Background: an optimization exercise with open tools, aiming at small area and a short achievable clock period. Do not read the settings as production practice. In this exercise RTL edits were held to simulation tests only and were not proved equivalent to the original. No activity file was given, so power comes from the tool's default toggle rates.

==> run a: inputs <==
## sync_fifo
module sync_fifo #(
	parameter FIFO_DEPTH = 16	        ,
	parameter DATA_WIDTH = 32               ,
	parameter AW         = $clog2(FIFO_DEPTH) 
)
(
	input                   	i_clk            ,  
	input                   	i_rst_n          ,  
	input                   	i_valid_s        ,  
	input  [AW-1:0] 			i_almostfull_lvl ,  
	input  [DATA_WIDTH-1:0] 	i_datain         ,  
	input                   	i_ready_m        ,  
	input  [AW-1:0]				i_almostempty_lvl,  
	output                  	o_ready_s        ,  
	output                  	o_almostfull     ,  
	output                  	o_full           ,  
	output                  	o_valid_m        ,  
	output                  	o_almostempty    ,  
	output                  	o_empty          ,  
	output  [DATA_WIDTH-1:0] 	o_dataout           
);
==> module sync_fifo, before the edit <==
module sync_fifo #(
	parameter FIFO_DEPTH = 16	        ,
	parameter DATA_WIDTH = 32               ,
	parameter AW         = $clog2(FIFO_DEPTH) 
)
(
	input                   	i_clk            ,  
	input                   	i_rst_n          ,  
	input                   	i_valid_s        ,  
	input  [AW-1:0] 			i_almostfull_lvl ,  
	input  [DATA_WIDTH-1:0] 	i_datain         ,  
	input                   	i_ready_m        ,  
	input  [AW-1:0]				i_almostempty_lvl,  
	output                  	o_ready_s        ,  
	output                  	o_almostfull     ,  
	output                  	o_full           ,  
	output                  	o_valid_m        ,  
	output                  	o_almostempty    ,  
	output                  	o_empty          ,  
	output  [DATA_WIDTH-1:0] 	o_dataout           
);
	localparam RW = FIFO_DEPTH - 1;  
	logic [FIFO_DEPTH:1] ge;
	wire full   = ge[FIFO_DEPTH];
	wire nempty = ge[1];
	wire push   = i_valid_s & ~full;
	wire pop    = i_ready_m & nempty;
	wire inc    = push & ~pop;
	wire dec    = pop & ~push;
	wire [FIFO_DEPTH:1] ge_nx = inc ? {ge[FIFO_DEPTH-1:1], 1'b1} :
	                            dec ? {1'b0, ge[FIFO_DEPTH:2]}   : ge;
	always_ff @(posedge i_clk or negedge i_rst_n) begin
		if (~i_rst_n) ge <= '0;
		else          ge <= ge_nx;
	end
	assign o_full    = full;
	assign o_ready_s = ~full;
	assign o_valid_m = nempty;
	assign o_empty   = ~nempty;
	function automatic logic sel16(input logic [15:0] t, input logic [3:0] lvl);
		logic [3:0] lo, hi, y;
		lo = 4'b0001 << lvl[1:0];
		hi = 4'b0001 << lvl[3:2];
		for (int h = 0; h < 4; h++)
			y[h] = |(lo & t[4*h +: 4]);
		sel16 = |(hi & y);
	endfunction
	wire [15:0] ge0 = {ge[FIFO_DEPTH-1:1], 1'b1};  
	wire [15:0] le  = ~ge[FIFO_DEPTH:1];           
	assign o_almostfull  = sel16(ge0, i_almostfull_lvl);
	assign o_almostempty = sel16(le,  i_almostempty_lvl);
	wire ram_we = push & nempty & (ge[2] | ~pop);
	wire ram_re = pop & ge[2];
	wire h_load = pop | ~nempty;
	logic [3:0] wp;
	always_ff @(posedge i_clk or negedge i_rst_n) begin
		if (~i_rst_n)    wp <= 4'd1;
		else if (ram_we) wp <= {wp[2:0], wp[3] ^ wp[2]};
	end
	logic [RW:1] wdec;
	always_comb begin
		for (int i = 1; i <= RW; i++) wdec[i] = (wp == i);
	end
	logic [RW:1] rp_oh;
	logic [RW:1] rp_rot;
	always_comb begin
		for (int j = 1; j <= RW; j++) begin
			rp_rot[{j[2:0], j[3] ^ j[2]}] = rp_oh[j];
		end
	end
	always_ff @(posedge i_clk or negedge i_rst_n) begin
		if (~i_rst_n)    rp_oh <= {{(RW-1){1'b0}}, 1'b1};
		else if (ram_re) rp_oh <= rp_rot;
	end
	wire [RW:1] hsel    = rp_oh & {RW{ge[2]}};
	wire        hsel_in = ~ge[2];
	logic [DATA_WIDTH-1:0] mem [1:RW];
	logic [DATA_WIDTH-1:0] head;
	always_ff @(posedge i_clk) begin
		for (int i = 1; i <= RW; i++) begin
			if (ram_we && wdec[i]) mem[i] <= i_datain;
		end
	end
	logic [DATA_WIDTH-1:0] head_nx;
	always_comb begin
		head_nx = {DATA_WIDTH{hsel_in}} & i_datain;
		for (int i = 1; i <= RW; i++)
			head_nx = head_nx | ({DATA_WIDTH{hsel[i]}} & mem[i]);
	end
	always_ff @(posedge i_clk) begin
		if (h_load) head <= head_nx;
	end
	assign o_dataout = head;
endmodule
export LEC_CHECK = 0
export CAP_MARGIN = 20
export CORE_MARGIN = 2
export CORE_UTILIZATION = 40
export SETUP_SLACK_MARGIN = 1.6
export SLEW_MARGIN = 20
create_clock -name core_clock -period 4.0 [get_ports {i_clk}]
standard.sh (not shown) runs the stock make flow with config.mk's settings and CLKGATE_MAP_FILE= SYNTH_SCRIPT=/design/flow/synth_recipe.tcl, a recipe that flattens the netlist after the stock synthesis.
==> flow/flow/run.sh <==
#!/bin/bash
# Standard layout with three changes:
#  - plain buffers on the ports instead of the delay cells buffer_ports
#    picks by default;
#  - the two threshold flags re-mapped by hand in the synthesized netlist
#    (flow/patch_flags.py), registers untouched;
#  - clock tree: clkbuf_16 root, clkbuf_8 leaves driving up to 14
#    registers each, no dummy loads.
set -euo pipefail
export BUFFER_PORTS_ARGS="-buffer_cell sky130_fd_sc_hd__buf_1"
export CTS_ARGS="-sink_clustering_enable -repair_clock_nets -sink_clustering_size 14 -sink_clustering_max_diameter 100 -dont_use_dummy_load -buf_list sky130_fd_sc_hd__clkbuf_8 -root_buf sky130_fd_sc_hd__clkbuf_16"
R=orfs/results/sky130hd/sync_fifo/base
bash standard.sh synth > synth.log 2>&1
python3 flow/patch_flags.py $R/1_2_yosys.v > patch.log 2>&1
rm -f $R/1_synth.odb
bash standard.sh > standard.log 2>&1
Other scripts of this flow, unchanged in this note and not shown: flow/flow/patch_flags.py
==> inputs of run b, as changes to run a <==
--- a/flow/design.v
+++ b/flow/design.v
@@ -62,17 +62,19 @@
 		for (int i = 1; i <= RW; i++) wdec[i] = (wp == i);
 	end
-	logic [RW:1] rp_oh;
-	logic [RW:1] rp_rot;
+	logic [RW:1] hsel;
+	logic [RW:1] hsel_rot;
 	always_comb begin
-		for (int j = 1; j <= RW; j++) begin
-			rp_rot[{j[2:0], j[3] ^ j[2]}] = rp_oh[j];
+		hsel_rot = hsel;
+		if (ram_re) begin
+			for (int j = 1; j <= RW; j++) begin
+				hsel_rot[{j[2:0], j[3] ^ j[2]}] = hsel[j];
+			end
 		end
 	end
 	always_ff @(posedge i_clk or negedge i_rst_n) begin
-		if (~i_rst_n)    rp_oh <= {{(RW-1){1'b0}}, 1'b1};
-		else if (ram_re) rp_oh <= rp_rot;
+		if (~i_rst_n) hsel <= '0;
+		else          hsel <= (ge[2] ? hsel_rot : wdec) & {RW{ge_nx[2]}};
 	end
-	wire [RW:1] hsel    = rp_oh & {RW{ge[2]}};
-	wire        hsel_in = ~ge[2];
+	wire hsel_in = ~ge[2];
 	logic [DATA_WIDTH-1:0] mem [1:RW];
 	logic [DATA_WIDTH-1:0] head;
==> flow/flow/run.sh (replaced) <==
#!/bin/bash
# Standard layout with three changes:
#  - plain buffers on the ports instead of the delay cells buffer_ports
#    picks by default;
#  - the two threshold flags re-mapped by hand in the synthesized netlist
#    (flow/patch_flags.py), registers untouched;
#  - clock tree: leaf clusters of up to 25 registers, no dummy loads.
set -euo pipefail
export BUFFER_PORTS_ARGS="-buffer_cell sky130_fd_sc_hd__buf_1"
export CTS_ARGS="-sink_clustering_enable -repair_clock_nets -sink_clustering_size 25 -sink_clustering_max_diameter 150 -dont_use_dummy_load"
R=orfs/results/sky130hd/sync_fifo/base
bash standard.sh synth > synth.log 2>&1
python3 flow/patch_flags.py $R/1_2_yosys.v > patch.log 2>&1
rm -f $R/1_synth.odb
bash standard.sh > standard.log 2>&1
==> notes <==
Sequential share of layout area: run b is lower than run a (0.47 points). Between run a and run b, the lower hold slack is in run b (gap 0.030 ns). Synthesized area: run b is higher than run a (0.48%). Of run a and run b, run b has the higher synthesized cell count (gap about 3.7%, measured against run b). Against run b, the combinational power of run a is lower by 49%. Run b finished with timing, DRC and antenna clean. Run a completed without violations.


==> v35: inputs <==
==> flow/design.v <==
module sync_fifo #(
	parameter FIFO_DEPTH = 16	        ,
	parameter DATA_WIDTH = 32               ,
	parameter AW         = $clog2(FIFO_DEPTH) 
)
(
	input                   	i_clk            ,  
	input                   	i_rst_n          ,  
	input                   	i_valid_s        ,  
	input  [AW-1:0] 			i_almostfull_lvl ,  
	input  [DATA_WIDTH-1:0] 	i_datain         ,  
	input                   	i_ready_m        ,  
	input  [AW-1:0]				i_almostempty_lvl,  
	output                  	o_ready_s        ,  
	output                  	o_almostfull     ,  
	output                  	o_full           ,  
	output                  	o_valid_m        ,  
	output                  	o_almostempty    ,  
	output                  	o_empty          ,  
	output  [DATA_WIDTH-1:0] 	o_dataout           
);
	localparam RW = FIFO_DEPTH - 1;  
	logic [FIFO_DEPTH:1] ge;
	wire full   = ge[FIFO_DEPTH];
	wire nempty = ge[1];
	wire push   = i_valid_s & ~full;
	wire pop    = i_ready_m & nempty;
	wire inc    = push & ~pop;
	wire dec    = pop & ~push;
	wire [FIFO_DEPTH:1] ge_nx = inc ? {ge[FIFO_DEPTH-1:1], 1'b1} :
	                            dec ? {1'b0, ge[FIFO_DEPTH:2]}   : ge;
	always_ff @(posedge i_clk or negedge i_rst_n) begin
		if (~i_rst_n) ge <= '0;
		else          ge <= ge_nx;
	end
	assign o_full    = full;
	assign o_ready_s = ~full;
	assign o_valid_m = nempty;
	assign o_empty   = ~nempty;
	function automatic logic sel16(input logic [15:0] t, input logic [3:0] lvl);
		logic [3:0] lo, hi, y;
		lo = 4'b0001 << lvl[1:0];
		hi = 4'b0001 << lvl[3:2];
		for (int h = 0; h < 4; h++)
			y[h] = |(lo & t[4*h +: 4]);
		sel16 = |(hi & y);
	endfunction
	wire [15:0] ge0 = {ge[FIFO_DEPTH-1:1], 1'b1};  
	wire [15:0] le  = ~ge[FIFO_DEPTH:1];           
	assign o_almostfull  = sel16(ge0, i_almostfull_lvl);
	assign o_almostempty = sel16(le,  i_almostempty_lvl);
	wire ram_we = push & nempty & (ge[2] | ~pop);
	wire ram_re = pop & ge[2];
	wire h_load = pop | ~nempty;
	logic [3:0] wp;
	always_ff @(posedge i_clk or negedge i_rst_n) begin
		if (~i_rst_n)    wp <= 4'd1;
		else if (ram_we) wp <= {wp[2:0], wp[3] ^ wp[2]};
	end
	logic [RW:1] rp_oh;
	logic [RW:1] rp_nx;
	always_comb begin
		for (int i = 1; i <= RW; i++) begin
			rp_nx[i] = rp_oh[i];
		end
		if (ram_re) begin
			for (int j = 1; j <= RW; j++) begin
				rp_nx[{j[2:0], j[3] ^ j[2]}] = rp_oh[j];
			end
		end
	end
	logic [RW:1] hsel;
	logic        hsel_in;
	always_ff @(posedge i_clk or negedge i_rst_n) begin
		if (~i_rst_n) begin
			rp_oh   <= {{(RW-1){1'b0}}, 1'b1};
			hsel    <= '0;
			hsel_in <= 1'b1;
		end else begin
			rp_oh   <= rp_nx;
			hsel    <= rp_nx & {RW{ge_nx[2]}};
			hsel_in <= ~ge_nx[2];
		end
	end
	logic [DATA_WIDTH-1:0] mem [1:RW];
	logic [DATA_WIDTH-1:0] head;
	always_ff @(posedge i_clk) begin
		for (int i = 1; i <= RW; i++) begin
			if (ram_we && wp == i) mem[i] <= i_datain;
		end
	end
	logic [DATA_WIDTH-1:0] head_nx;
	always_comb begin
		head_nx = {DATA_WIDTH{hsel_in}} & i_datain;
		for (int i = 1; i <= RW; i++)
			head_nx = head_nx | ({DATA_WIDTH{hsel[i]}} & mem[i]);
	end
	always_ff @(posedge i_clk) begin
		if (h_load) head <= head_nx;
	end
	assign o_dataout = head;
endmodule
==> flow/flow/run.sh <==
#!/bin/bash
# Standard layout with two changes:
#  - plain buffers on the ports instead of the delay cells buffer_ports
#    picks by default;
#  - the two threshold flags re-mapped by hand in the synthesized netlist
#    (flow/patch_flags.py), registers untouched.
set -euo pipefail
export BUFFER_PORTS_ARGS="-buffer_cell sky130_fd_sc_hd__buf_2"
R=orfs/results/sky130hd/sync_fifo/base
bash standard.sh synth > synth.log 2>&1
python3 flow/patch_flags.py $R/1_2_yosys.v > patch.log 2>&1
rm -f $R/1_synth.odb
bash standard.sh > standard.log 2>&1
==> flow/flow/patch_flags.py <==
#!/usr/bin/env python3
"""Re-map the two threshold flags of the synthesized netlist by hand.

o_almostfull  = T[i_almostfull_lvl],  T[0] = 1, T[k] = ge[k]   (n >= k)
o_almostempty = !G[i_almostempty_lvl], G[k] = ge[k+1]           (!(n >= k+1))

Yosys/ABC maps these 16:1 selections onto two levels of mux4 cells, whose
select-to-output delay is long. Here each is rebuilt as a decode of each
half of the threshold and two AOI/NAND levels. The cone the synthesis made
for each flag is removed. Registers are not touched.

usage: patch_flags.py NETLIST.v  (rewritten in place)
"""
import re, sys

path = sys.argv[1]
src = open(path).read()
m = re.search(r'^module sync_fifo\(.*?\);\n', src, re.M | re.S)
head_end = m.end()
end = src.rindex('endmodule')
body = src[head_end:end]

# split body into declarations/assigns and cell instances
stmt_re = re.compile(r'  (sky130_fd_sc_hd__\w+)\s+(\S+)\s*\((.*?)\);\n', re.S)
cells = []
decl = []
pos = 0
for mm in stmt_re.finditer(body):
    decl.append(body[pos:mm.start()])
    pins = [(p, n.strip()) for p, n in re.findall(r'\.(\w+)\(([^()]*)\)', mm.group(3))]
    cells.append({'type': mm.group(1), 'name': mm.group(2), 'pins': pins})
    pos = mm.end()
decl.append(body[pos:])
decl = ''.join(decl)
if re.search(r'^\s*assign\b', decl, re.M):
    sys.exit('patch_flags: netlist has assign statements; not patching')

OUTPINS = {'X', 'Y', 'Q', 'Q_N', 'COUT', 'SUM', 'HI', 'LO'}
def outs(c): return [n for p, n in c['pins'] if p in OUTPINS]
def ins(c): return [n for p, n in c['pins'] if p not in OUTPINS]

# flop Q nets of the occupancy thermometer
ge = {}
for c in cells:
    mm = re.match(r'\\ge\[(\d+)\]\$', c['name'])
    if mm:
        q = dict(c['pins'])['Q']
        ge[int(mm.group(1))] = q
assert sorted(ge) == list(range(1, 17)), sorted(ge)

# remove the cones that drive the two flags
ports = {'o_almostfull', 'o_almostempty'}
driver = {}
for c in cells:
    for n in outs(c):
        driver[n] = c
loads = {}
for c in cells:
    for n in ins(c):
        loads.setdefault(n, []).append(c['name'])
portnets = set(re.findall(r'output (?:\[\d+:\d+\] )?(\w+);', src[:head_end] + decl))
dead = set()
work = [driver[p]['name'] for p in ports]
byname = {c['name']: c for c in cells}
while work:
    nm = work.pop()
    if nm in dead:
        continue
    c = byname[nm]
    if 'df' in c['type']:
        continue
    # a cell is dead if each of its outputs feeds only dead cells or a flag port
    ok = True
    for n in outs(c):
        if n in portnets and n not in ports:
            ok = False
        if any(l not in dead for l in loads.get(n, [])):
            ok = False
    if not ok:
        continue
    dead.add(nm)
    for n in ins(c):
        if n in driver:
            work.append(driver[n]['name'])
cells = [c for c in cells if c['name'] not in dead]
print(f'patch_flags: removed {len(dead)} cells', file=sys.stderr)

new = []
wires = []
cnt = [0]
def w(tag):
    cnt[0] += 1
    n = f'flagw_{tag}_{cnt[0]}'
    wires.append(n)
    return n
def cell(t, **pins):
    cnt[0] += 1
    new.append({'type': 'sky130_fd_sc_hd__' + t, 'name': f'flagc_{cnt[0]}',
                'pins': list(pins.items())})

def decode(s1, s0, tag):
    d = [w(tag) for _ in range(4)]
    cell('nor2_1', A=s1, B=s0, Y=d[0])            # !s1 & !s0
    cell('nor2b_1', A=s1, B_N=s0, Y=d[1])         # !s1 &  s0
    cell('nor2b_1', A=s0, B_N=s1, Y=d[2])         #  s1 & !s0
    cell('and2_1', A=s1, B=s0, X=d[3])            #  s1 &  s0
    return d

def sel16(D, s, out, invert, tag):
    """out = D[s] (or !D[s]); D[k] is a net name or the constant 1."""
    L = decode(s[1], s[0], tag + 'l')
    H = decode(s[3], s[2], tag + 'h')
    Y = []
    for h in range(4):
        half = []
        for a, b in ((0, 1), (2, 3)):
            y = w(tag + 'a')
            da, db = D[4*h + a], D[4*h + b]
            if da == 1:
                cell('a21oi_1', A1=L[b], A2=db, B1=L[a], Y=y)
            else:
                cell('a22oi_1', A1=L[a], A2=da, B1=L[b], B2=db, Y=y)
            half.append(y)
        yy = w(tag + 'y')
        cell('nand2_1', A=half[0], B=half[1], Y=yy)
        Y.append(yy)
    z0, z1 = w(tag + 'z'), w(tag + 'z')
    cell('a22oi_1', A1=H[0], A2=Y[0], B1=H[1], B2=Y[1], Y=z0)
    cell('a22oi_1', A1=H[2], A2=Y[2], B1=H[3], B2=Y[3], Y=z1)
    if invert:
        cell('and2_1', A=z0, B=z1, X=out)
    else:
        cell('nand2_1', A=z0, B=z1, Y=out)

af_s = [f'i_almostfull_lvl[{i}]' for i in range(4)]
ae_s = [f'i_almostempty_lvl[{i}]' for i in range(4)]
sel16([1] + [ge[k] for k in range(1, 16)], af_s, 'o_almostfull', False, 'af')
sel16([ge[k + 1] for k in range(16)], ae_s, 'o_almostempty', True, 'ae')

def fmt(c):
    pins = ',\n'.join(f'    .{p}({n} )' if n.startswith('\\') else f'    .{p}({n})'
                       for p, n in c['pins'])
    return f'  {c["type"]} {c["name"]} (\n{pins}\n  );\n'

# drop declarations of wires that no longer exist
used = set()
for c in cells + new:
    for p, n in c['pins']:
        used.add(re.sub(r'\[\d+\]$', '', n.lstrip('\\').strip()))
out_decl = []
for line in decl.splitlines(keepends=True):
    mm = re.match(r'\s*wire (?:\[\d+:\d+\] )?(\S+)\s*;', line)
    if mm and mm.group(1).lstrip('\\') not in used and mm.group(1) not in portnets:
        continue
    out_decl.append(line)
decl = ''.join(out_decl)
decl += ''.join(f'  wire {n};\n' for n in wires)
open(path, 'w').write(src[:head_end] + decl + ''.join(fmt(c) for c in cells + new) + src[end:])
print(f'patch_flags: added {len(new)} cells', file=sys.stderr)
==> flow/standard.sh <==
#!/bin/bash
# synth_recipe.tcl (not shown) runs the flow's synth.tcl, then flattens the netlist and writes it again
# the make line also repeats each setting of config.mk as NAME=value (left out here)
make -C /OpenROAD-flow-scripts/flow DESIGN_CONFIG=/design/flow/config.mk WORK_HOME=/design/flow/orfs CLKGATE_MAP_FILE= SYNTH_SCRIPT=/design/flow/synth_recipe.tcl "${@:-finish}"
==> flow/config.mk <==
export PLATFORM = sky130hd
export DESIGN_NAME = sync_fifo
export DESIGN_NICKNAME = sync_fifo
export VERILOG_FILES = /design/flow/design.v
export SDC_FILE = /design/flow/constraint.sdc
export NUM_CORES = 4
export LEC_CHECK = 0
export CAP_MARGIN = 20
export CORE_MARGIN = 2
export CORE_UTILIZATION = 40
export CTS_CLUSTER_DIAMETER = 150
export CTS_CLUSTER_SIZE = 30
export SETUP_SLACK_MARGIN = 1.6
export SLEW_MARGIN = 20
==> flow/constraint.sdc <==
create_clock -name core_clock -period 4.0 [get_ports {i_clk}]
set_input_delay 0.8000 -clock core_clock [delete_from_list [all_inputs] [get_ports {i_clk}]]
set_output_delay 0.8000 -clock core_clock [all_outputs]
set_load 0.01 [all_outputs]
==> v10: changes against v35 <==
Settings changed: CTS_CLUSTER_SIZE 30 to 24.
==> qor summary <==
|  | v35 | v10 |
|---|---|---|
| Result of the run | timing/DRC/antenna clean | timing/DRC/antenna clean |
| Filler cell count in the final layout | 4,321 | 4,319 |
| Global-route wire length before repair | 72,800 um | 73,000 um |
| Total stage count of the critical path | 4 | 7 |
| Crit. Startpoint | ge[16] | i_almostempty_lvl[1] |
| Portion of the clock cycle consumed by the worst path in the final layout | 0.641 | 0.647 |
| Startpoint kind of the worst setup timing path | flop | primary input |
| WL met1 | 22,000 um | 21,800 um |
| Met2 track demand over resource | 0.298 | 0.299 |
| Net total in the final layout | 1,225 | 1,230 |
| # resized after CTS | 27 | 19 |
| Met1 capacity usage during global routing | 0.271 | 0.271 |
| Cell Count, Final, Fillers Out | 1,855 | 1,861 |
| Data arrival time of the critical path | 2.75 ns | 1.79 ns |
| Clock group total power | 2750 uW | 2980 uW |
| Wire length per cell after detailed routing | 26.7 um | 26.6 um |
| Vias in the first global route | 10,800 | 10,900 |
| Signal buffers share of area | 0.0354 | 0.0351 |

-- static timing again, ports no longer ideal --
The flow's constraints put no driver on any port. The routed layouts listed below were extracted and timed again, unchanged, in two steps. Step 1 sets driving cells, clkbuf_16 on the clock port and buf_2 on the other inputs (assumed; they add their load-dependent delay and slew). Step 2 adds t to the input delays and takes it off the output delays; t is the mean of the earliest and latest rising clock arrival at the registers after step 1. Input paths then give back, and output paths get back, about the clock's delay inside the block. a / b / c = ideal ports / drivers / drivers and shift; a / b = the first two.
run	t, ns	setup WS [ns]	hold WS [ns]	worst setup path after step 2	cell pins on the clock port's net
run a	0.596	1.529 / 1.474 / 1.246	0.362 / 0.337 / 0.583	input to register	1
run b	0.625	1.433 / 1.378 / 1.335	0.332 / 0.299 / 0.565	input to register	1
v35	0.623	1.438 / 1.425 / 1.005	0.525 / 0.525 / 0.525	input to register	1
v10	0.621	1.412 / 1.394 / 1.001	0.520 / 0.520 / 0.520	input to register	1
After both steps every run listed still meets setup and hold. For v35, which loses most, drivers alone change the setup slack by -0.013 ns; drivers and shift together by -0.433 ns.
